From an optimization exercise on the open Yosys and OpenROAD flow, aimed at small area; shortcuts taken in it are not production practice.
No functional check of the RTL was part of this run.
No activity file was given, so power comes from the tool's default toggle rates.

**config.mk**
```make
export PLATFORM = sky130hd
export DESIGN_NAME = Top_Module
export DESIGN_NICKNAME = Top_Module
export VERILOG_FILES = /design/flow/design.v
export SDC_FILE = /design/flow/constraint.sdc
export NUM_CORES = 4
export LEC_CHECK = 0
export ABC_AREA = 1
export CAP_MARGIN = 20
export CORE_MARGIN = 2
export CORE_UTILIZATION = 40
export CTS_BUF_LIST = sky130_fd_sc_hd__clkbuf_8
export SLEW_MARGIN = 20
```
**constraint.sdc**
```tcl
create_clock -name core_clock -period 10.0 [get_ports {Gbl_CLK}]
set_input_delay 2.0000 -clock core_clock [delete_from_list [all_inputs] [get_ports {Gbl_CLK}]]
set_output_delay 2.0000 -clock core_clock [all_outputs]
set_load 0.01 [all_outputs]
```
**design.v**
```verilog
`timescale 1ns / 1ps
module Top_Module #(parameter CW = 16) (
    input Trigger_S1,
    input Trigger_S2,
    input Trigger_S3,
    input Trigger_S4,
    input Gbl_CLK,
    input RST_EX,
    input Dim_Load,
    input [31:0] DIM_MAX,
    output SR_OUT1,
    output SR_OUT2,
    output SR_OUT3,
    output SR_OUT4,
    output Flag_ERR,
    output Flag_CNT,
    output Flag_DIAG,
    output Flag_MED,
    output Result_Ready,
    output [1:0] Quadrent,
    output [31:0] P,
    output [31:0] Q,
    output [31:0] R
    );
    reg [3:0] L, SR;
    wire [3:0] T = {Trigger_S1, Trigger_S2, Trigger_S3, Trigger_S4};
    always @(posedge Gbl_CLK) begin
        L  <= T | (L & {4{~RST_EX}});
        SR <= L;
    end
    assign {SR_OUT1, SR_OUT2, SR_OUT3, SR_OUT4} = SR;
    wire any_r = |SR;           
    wire all_r = &SR;           
    wire all_l = &L;
    wire [3:0] rise = T & ~L;
    reg rst_d;
    always @(posedge Gbl_CLK) rst_d <= RST_EX;
    reg [3:0] ph;
    always @(posedge Gbl_CLK)
        if (RST_EX || ph == 4'd9) ph <= 4'd0;
        else                      ph <= ph + 4'd1;
    wire tick = (ph == 4'd4);      
    reg [CW-1:0] lim;
    reg        lim_hi;
    always @(posedge Gbl_CLK)
        if (Dim_Load) begin
            lim    <= DIM_MAX[CW-1:0];
            lim_hi <= |DIM_MAX[31:CW];
        end
    reg [CW-1:0] G;
    reg        cof_g;           
    reg        cof_s;           
    wire [CW:0] c;
    assign c[0] = 1'b1;
    genvar i;
    generate for (i = 0; i < CW; i = i + 1) begin : cmp
        assign c[i+1] = (G[i] & ~lim[i]) | (c[i] & (G[i] | ~lim[i]));
    end endgenerate
    wire       ge    = ~lim_hi & c[CW];
    wire       etick = tick & any_r & ~all_l;
    wire [CW-1:0] G_n = (etick & ~ge) ? G + 1'b1 : G;
    wire       cof_n = etick ? ge : cof_g;
    always @(posedge Gbl_CLK) begin
        G     <= rst_d ? {CW{1'b0}} : G_n;       
        cof_g <= ~RST_EX & cof_n;
        cof_s <= ~RST_EX & (cof_s | (|rise & cof_n));
    end
    wire COF = ~all_l & (cof_g | cof_s);
    reg [CW-1:0] V1, V2;
    reg [1:0]  s;
    reg [1:0]  tA, tB, tC, tD;
    wire       alloc = (|rise) & any_r & ~RST_EX & ~rst_d;
    wire [1:0] s_n   = s + 2'd1;
    reg        alloc_d;
    always @(posedge Gbl_CLK) alloc_d <= alloc;
    always @(posedge Gbl_CLK) begin
        if (alloc_d && s == 2'd1) V1 <= G;
        if (alloc_d && s == 2'd2) V2 <= G;
        if (RST_EX) begin
            s <= 2'd0; tA <= 2'd0; tB <= 2'd0; tC <= 2'd0; tD <= 2'd0;
        end else if (alloc) begin
            s <= s_n;
            if (rise[3]) tA <= s_n;
            if (rise[2]) tB <= s_n;
            if (rise[1]) tC <= s_n;
            if (rise[0]) tD <= s_n;
        end
    end
    wire [1:0] selX, selY, selZ;
    FSM Logic_System(.FSM_CLK(Gbl_CLK), .COF(COF), .FSM_RST(RST_EX),
        .A(L[3]), .B(L[2]), .C(L[1]), .D(L[0]),
        .FSM_ERR(Flag_ERR), .FSM_CNT(Flag_CNT), .FSM_DIAG(Flag_DIAG), .FSM_MED(Flag_MED),
        .FSM_W(Quadrent), .FSM_X(selX), .FSM_Y(selY), .FSM_Z(selZ));
    function [1:0] pick(input [1:0] sel, input [1:0] a, input [1:0] b, input [1:0] c, input [1:0] d);
        case (sel)
            2'd0: pick = a;
            2'd1: pick = b;
            2'd2: pick = c;
            default: pick = d;
        endcase
    endfunction
    reg [1:0] tP, tQ, tR;
    reg       rdy;
    always @(posedge Gbl_CLK) begin
        tP  <= all_r ? pick(selX, tA, tB, tC, tD) : 2'd0;
        tQ  <= all_r ? pick(selY, tA, tB, tC, tD) : 2'd0;
        tR  <= all_r ? pick(selZ, tA, tB, tC, tD) : 2'd0;
        rdy <= all_r | (rdy & ~RST_EX);
    end
    assign Result_Ready = rdy;
    function [CW-1:0] slot(input [1:0] t, input [CW-1:0] v1, input [CW-1:0] v2, input [CW-1:0] g);
        case (t)
            2'd0: slot = {CW{1'b0}};
            2'd1: slot = v1;
            2'd2: slot = v2;
            default: slot = g;
        endcase
    endfunction
    assign P = {{(32-CW){1'b0}}, slot(tP, V1, V2, G)};
    assign Q = {{(32-CW){1'b0}}, slot(tQ, V1, V2, G)};
    assign R = {{(32-CW){1'b0}}, slot(tR, V1, V2, G)};
endmodule
`timescale 1ns / 1ps
module FSM(input FSM_CLK, input COF, input FSM_RST, input A, input B, input C, input D,
  output FSM_ERR, output FSM_CNT, output FSM_DIAG, output FSM_MED,
  output [1:0] FSM_W, output [1:0] FSM_X, output [1:0] FSM_Y, output [1:0] FSM_Z);
  reg [8:0] q;
  wire [8:0] qn;
  assign qn[0] = (~q[2]&~q[4]&D&~C) | (q[0]&~A&~COF) | (~q[4]&C&B&~A) | (~q[3]&q[4]&~q[8]&D&B) | (~q[2]&~C&A) | (q[2]&~q[8]&~D&~B) | (q[0]&q[2]&q[3]&~COF) | (q[0]&q[8]) | (q[0]&~q[2]&~q[3]) | (~q[2]&~q[4]&D&~B&A) | (q[2]&q[3]&~q[4]&A) | (q[2]&~q[4]&D&B&A) | (~q[2]&~q[4]&~D&B&A) | (~q[1]&~q[4]) | (~q[0]&~q[1]&~q[2]&B) | (q[6]&~q[8]) | (q[2]&~q[3]&q[4]&~q[8]&COF) | (~q[1]&~q[2]&C&~A) | (~q[0]&~q[4]&D&A&COF) | (q[0]&q[2]&q[4]&C) | (~q[0]&~q[4]&B&A&COF);
  assign qn[1] = (~q[4]&~D&~A) | (q[1]&q[8]) | (~D&~B) | (q[3]&C&~A) | (q[3]&~q[4]&~A) | (q[0]&q[1]) | (q[1]&~q[2]&D&C&B) | (~q[3]&q[4]&~q[8]&D&B) | (q[2]&~q[4]&~B) | (~q[1]&~q[4]&C&~B) | (q[1]&q[3]&C) | (q[2]&q[3]&C&~B) | (q[2]&~q[3]&~q[4]&~D) | (~q[1]&~q[2]&~q[3]&~C&B) | (~q[1]&q[2]&q[3]&~q[4]&D&~C) | (q[2]&~q[4]&~D&C) | (q[0]&q[2]&q[4]&C) | (q[4]&~C&~A&COF) | (q[2]&~q[8]&C&COF) | (~q[1]&~q[4]&~C&COF) | (~q[0]&q[3]&~B&COF);
  assign qn[2] = (q[2]&q[8]) | (~q[0]&~q[2]&~q[3]&D&C&~A) | (q[2]&~B) | (~q[3]&~D&B) | (q[1]&q[2]&~A) | (~D&~C&~B&A) | (q[4]&~C&A) | (~q[1]&~q[4]&C&~B) | (~q[0]&~q[2]&~q[3]&q[4]&D) | (q[0]&~q[1]&q[2]) | (~q[0]&q[2]&~q[3]&~q[4]) | (q[2]&q[3]&q[4]) | (q[4]&~C&COF) | (~q[0]&q[3]&~B&COF) | (q[0]&q[1]&~A&COF) | (~q[1]&~C&~B&COF) | (q[0]&q[1]&~q[2]&~q[8]&~C&COF);
  assign qn[3] = (~q[4]&D&~B&~A) | (~q[2]&q[3]) | (q[3]&q[8]) | (q[4]&~D&~B) | (~q[1]&q[3]&C) | (~C&B&~A) | (q[3]&A&~COF) | (~q[2]&~q[4]&~D&B&A) | (q[3]&~q[4]&A);
  assign qn[4] = (~q[2]&D&~A) | (q[4]) | (C&~A) | (~q[2]&~D&C&~B);
  assign qn[5] = (~q[3]&~q[4]&C&B&~A) | (q[5]&~D&~A&~COF) | (~q[4]&q[5]) | (~q[1]&~q[2]&~q[3]&B) | (~q[1]&q[2]&~D&~C&COF);
  assign qn[6] = (q[0]&q[1]&~q[2]&~q[4]&~q[8]&D&C) | (q[1]&q[2]&~q[3]&q[4]&~q[5]&~q[8]&A) | (~q[0]&~q[1]&~q[2]&B) | (q[6]);
  assign qn[7] = (~q[0]&~q[2]&~q[4]&~q[8]&D&C&B&A);
  assign qn[8] = (q[8]) | (q[2]&q[3]&C&~A) | (q[5]&D&~A) | (~q[1]&~q[4]&C&~B) | (~q[0]&q[2]&q[3]&~B) | (~q[1]&~q[2]&~q[3]&~C&B) | (~q[1]&q[2]&q[3]&~q[4]&D&~C) | (~q[1]&q[2]&~q[4]&~D&C) | (q[5]&~D&A) | (q[1]&~q[2]&q[3]&~q[4]&D) | (q[4]&~C&~A&COF) | (~q[0]&q[3]&~B&COF) | (q[0]&q[1]&~A&COF) | (~q[1]&~q[4]&~C&COF) | (~q[0]&q[2]&~B&COF) | (q[2]&q[4]&~C&COF) | (q[1]&q[2]&q[4]&COF) | (~q[0]&q[2]&~q[3]&~D&COF) | (q[0]&~q[2]&~q[4]&~C&COF) | (q[1]&~q[2]&q[3]&~q[4]&COF);
  always @(posedge FSM_CLK) q <= FSM_RST ? 9'd2 : qn;
  assign FSM_ERR = (q[8]);
  assign FSM_CNT = (q[7]);
  assign FSM_DIAG = (q[6]);
  assign FSM_MED = (q[5]);
  assign FSM_W[1] = (q[4]);
  assign FSM_W[0] = (q[3]);
  assign FSM_X[1] = (~q[2]&~q[4]&~q[7]) | (~q[3]&~q[4]&~q[7]) | (q[3]&q[4]);
  assign FSM_X[0] = (q[0]&~q[3]) | (q[7]);
  assign FSM_Y[1] = (q[2]&q[3]&~q[4]) | (q[1]&~q[3]&q[4]) | (q[7]);
  assign FSM_Y[0] = (q[0]&~q[3]);
  assign FSM_Z[1] = (~q[4]);
  assign FSM_Z[0] = (q[3]) | (q[7]);
endmodule
```
**flow/run.sh**
```bash
#!/bin/bash
# The standard layout with two changes to how the layout is made:
#  - synthesis maps the logic with an area-oriented ABC script (flow/abc_area.script,
#    used in place of ORFS's own abc_area.script; only the ABC step differs)
#  - the port buffers use the smallest buffer cell
# Each step's full output goes to a log file in this folder.
set -euo pipefail
HERE=$(pwd)
rm -rf "$HERE/scripts_local"
cp -r "$FLOW_HOME/scripts" "$HERE/scripts_local"
cp "$HERE/flow/abc_area.script" "$HERE/scripts_local/abc_area.script"
bash standard.sh SCRIPTS_DIR="$HERE/scripts_local" synth > "$HERE/make_synth.log" 2>&1
export BUFFER_PORTS_ARGS="-buffer_cell sky130_fd_sc_hd__buf_1"
export CTS_ARGS="-sink_clustering_enable -repair_clock_nets -buf_list sky130_fd_sc_hd__clkbuf_8 -dont_use_dummy_load"
bash standard.sh finish > "$HERE/make_finish.log" 2>&1
```
**flow/abc_area.script**
```
strash
&get -n
&deepsyn -T 60
&put
dch -f
amap
topo
```
**standard.sh**
```bash
#!/bin/bash
# synth_recipe.tcl (not shown) runs the flow's synth.tcl, then flattens the netlist and writes it again
# the make line also repeats each setting of config.mk as NAME=value (left out here)
make -C /OpenROAD-flow-scripts/flow DESIGN_CONFIG=/design/flow/config.mk WORK_HOME=/design/flow/orfs CLKGATE_MAP_FILE= SYNTH_SCRIPT=/design/flow/synth_recipe.tcl "${@:-finish}"
```
==> results.txt <==
## worst max-delay path by stage
stage	slack (ns)	to
after floorplan	5.39	G[15]$_SDFFE_PP0P_
after global placement	5.00	G[15]$_SDFFE_PP0P_
after detailed placement	4.83	G[15]$_SDFFE_PP0P_
after CTS	4.79	G[15]$_SDFFE_PP0P_
after global routing	3.94	G[15]$_SDFFE_PP0P_
final	4.74	G[15]$_SDFFE_PP0P_
## worst max-delay path: cells and delay by family, from the launching register on
kind | cells | cell delay (ns)
AO/OA/AOI/OAI | 18 | 2.12
buffers and inverters | 2 | 0.33
AND/OR/NAND/NOR | 15 | 2.33
flip-flops | 1 | 0.38
## flip-flops by register name (all words and copies together) (netlist names), 2 cells and up
register,count
L,4
tR,2
tB,2
tQ,2
tA,2
Logic_System.q,9
s,2
V2,16
V1,16
tC,2
SR,4
G,16
tD,2
lim,16
tP,2
ph,4
## layout make-up
cell class	count	area (um^2)
fill	1305	7232
sequential	107	2633
multi-input combinational	373	2235
timing repair buffer	105	431.7
inverter	112	420.4
tap	176	220.2
clock buffer	9	123.9
## kinds of logic (layout without fill, tap and decap cells)
logic type	after synthesis	in the layout	synth area share, %
adders and majority gates	6	6	1.371
buffers and inverters	162	226	14.53
DFF	107	107	48.07
and+or+nand+nor	148	148	12.25
AOI/OAI and AO/OA	171	171	23.72
other	1	48	0.06847
## layer usage
layer | up-vias | global-route usage, % | routed length [um]
met1 | 2280 | 27.87 | 6288
met4 | 0 | 6.613 | 226
met3 | 21 | 3.289 | 1457
met2 | 329 | 30.69 | 6411
li1 | 2350 | - | -
met5 | - | 0 | 0
## cell usage in the layout, fill, tap and decap left out, drive strengths merged, types with 9 or more instances in the layout
master,Yosys,final
clkinv,112,112
buf,50,105
nor2,62,62
dfxtp,58,58
edfxtp,49,49
a222oi,49,49
conb,1,48
nand2,33,33
o22ai,24,24
o21ai,21,21
a21oi,16,16
a211oi,13,13
nor3,10,10
nor4,9,9
clkbuf,0,9
## where the power goes
part / switching [mW] / internal (mW)
logic: 0.122 / 0.0634
clock network: 0.130 / 0.0812
registers: 0.0297 / 0.477
==> reports/qor_table.md <==
| Metric | This run |
|:---|:---|
| Crit Reg-Reg Endpoint | G[15]$_SDFFE_PP0P_ |
| FF-to-FF path depth | 35 |
| Post-route worst hold slack | 0.4534 ns |
| Slew Limit Headroom | 37.37% |
| Actual transition at the worst max-transition pin | 0.9308 ns |
| Chip Width | 121.0 um |
| Final standard cell count with taps included and fillers excluded | 882 |
| Largest stage delay on the critical path | 0.38 ns |
| Data required time of the worst path | 10.29 ns |
| Maximum vdd ir drop | 65.44 uV |
| Via-per-instance ratio | 5.646 |
| Kind of end point of the critical path | flip-flop |
| Minimum setup slack after placement | 4.826 ns |
| Insertion delay of the later-clocked pin in the worst-skew pair | 0.38 ns |
| Top FF cell, synth | sky130_fd_sc_hd__dfxtp_1 |
| Global Route Usage Sum | 19.74% |
| Unrepaired setup endpoints after global routing | false |
| Remaining global-route overflow | 0 |
| Post-synthesis sequential area ratio | 48.07% |
| Synthesis warning total | 2 |
| Worst reg2reg path startpoint | G[0]$_SDFFE_PP0P_ |
| Max Root-Sink Buffers | 2 |
| Global-route wire length before repair | 23,090 um |
| Standby leakage power | 2.026 nW |
| Post-CTS Hold Fix Bufs | 0 |
| Worst Hold Endpoint | rdy$_DFF_P_ |
| Critical path start-end classification | flip-flop to flip-flop |
| Synth Register Bits | 107 |
| Count of port buffers added during placement | 97 |
| Share of the synthesized area in the top cell type | 26.87% |
| Full die area | 14,640 um^2 |
| Area of the core | 13,300 um^2 |
| Distinct cells, synth | 41 |
| TritonCTS clock tree | yes |
| Gp weighted congestion | 0.9027 |
| Share of post-route cells with drive strength above 1 | 2.975% |
| Number of global-route vias before repair | 4,660 |
| Final hold violation count | 0 |
| Min-delay src | rdy$_DFF_P_ |
| Clock buffers created by TritonCTS | 9 |
| Final Skew | 0.02627 ns |
| ANT nets after route | 0 |
| Largest cells by area after synthesis | sky130_fd_sc_hd__edfxtp_1, sky130_fd_sc_hd__dfxtp_1, sky130_fd_sc_hd__a222oi_1 |
| Post-cts sizing count | 0 |
| Clock-pin transition on the worst setup and hold timing paths | 0.10 ns |
| Mean instance size in the synthesized netlist | 9.204 um^2 |
| Most used cell, CP | sky130_fd_sc_hd__nor2_1 |
| Min-Delay Path Class | flip-flop to flip-flop |
| Effective utilization at floorplan | 41.19% |
| Fin util | 45.61% |
| Post-Route Setup TNS | 0 ns |
| Signal arrival time at the worst endpoint | 5.55 ns |
| Placed standard-cell area | 5937 um^2 |
| Detail Placement HPWL | 10,320 um |
| First drt pass iteration count | 8 |
| Cells after synthesis | 595 |
| Maximum number of pins on one net before global-route repair | 19 |
| Cell Pwr Density | 149.1 nW/um^2 |
| Io pins | 146 |
| Fin area | 6063 um^2 |
| Largest area contributor in the netlist | sky130_fd_sc_hd__edfxtp_1 |
| Number of design-rule violations left by the first detailed-router iteration | 638 |
| Ant. Diodes | 0 |
| Overall power consumption | 0.9038 mW |
| Wire length reported by the detailed router | 14,380 um |
| Synthesized cell area | 5477 um^2 |
| Slowest cell on the critical path | sky130_fd_sc_hd__dfxtp_1 |
| Vias | 4,980 |
| Number of cells traversed by the worst hold path | 2 |
| Syn-to-layout area delta | 10.72% |
| Final critical-path share of the clock period | 52.56% |
| Dominant cell by count in the synthesized netlist | sky130_fd_sc_hd__clkinv_1 |
| Layout Nets | 753 |
| Crit path launch | G[0]$_SDFFE_PP0P_ |
| Wire per inst | 16.31 um |
| Max Cap Violations | 0 |
| Cell chosen for the clock root | sky130_fd_sc_hd__clkbuf_8 |
| Placement row count | 42 |
| Count of flip-flops with a built-in enable after synthesis | 49 |
| Instance count after placement with tap cells included | 873 |
| Number of pins with negative max-slew slack in the final report | 0 |
| Type of origin of the critical path | flip-flop |
| DRC errors left | 0 |
| Number of antenna violations at the first check in global routing | 0 |
| Clock Sink Count | 107 |
| Cell types with the highest counts after synthesis | sky130_fd_sc_hd__clkinv_1, sky130_fd_sc_hd__nor2_1, sky130_fd_sc_hd__dfxtp_1 |
| FF-to-FF setup slack | 4.74 ns |
| Result of the run | finished clean |
| Setup slack after layout | 4.744 ns |
| Min Clock Period, post-route | 5.256 ns |
| H-tree level count | 3 |
| Fmax achieved | 190.2 MHz |
| Die Ht | 121.0 um |
| Endpoints failing setup | 0 |
| Post-CTS setup buffer count | 0 |
| Highest fanout seen on the critical path | 7 |
| Ys async rst share | 0% |

==> re-timing with driven ports <==
No port has a modelled driver above. Below, the same layout with a new extraction and two added sets of constraints.
Step 1: set_driving_cell puts a clkbuf_16 on Gbl_CLK and a buf_2 on each other input, an assumption about the parent block.
Step 2, shift: input delay + t, output delay - t, t = (earliest + latest rising clock arrival at the registers) / 2. This alone moves slack from input paths to output paths.
Slacks: no drivers / after step 1 / after step 2; pairs: no drivers / after step 1.
shift t [ns]: 0.394
slack for setup (ns): 4.744 / 4.744 / 4.744
worst setup path after step 2: register to register
clock arrival spread, ns: 0.027 / 0.028
slew at the worst register clock pin (ns): 0.10 / 0.10
After both steps this run still meets setup and hold. For this run, drivers alone change the setup slack by 0.000 ns; drivers and shift together by 0.000 ns.
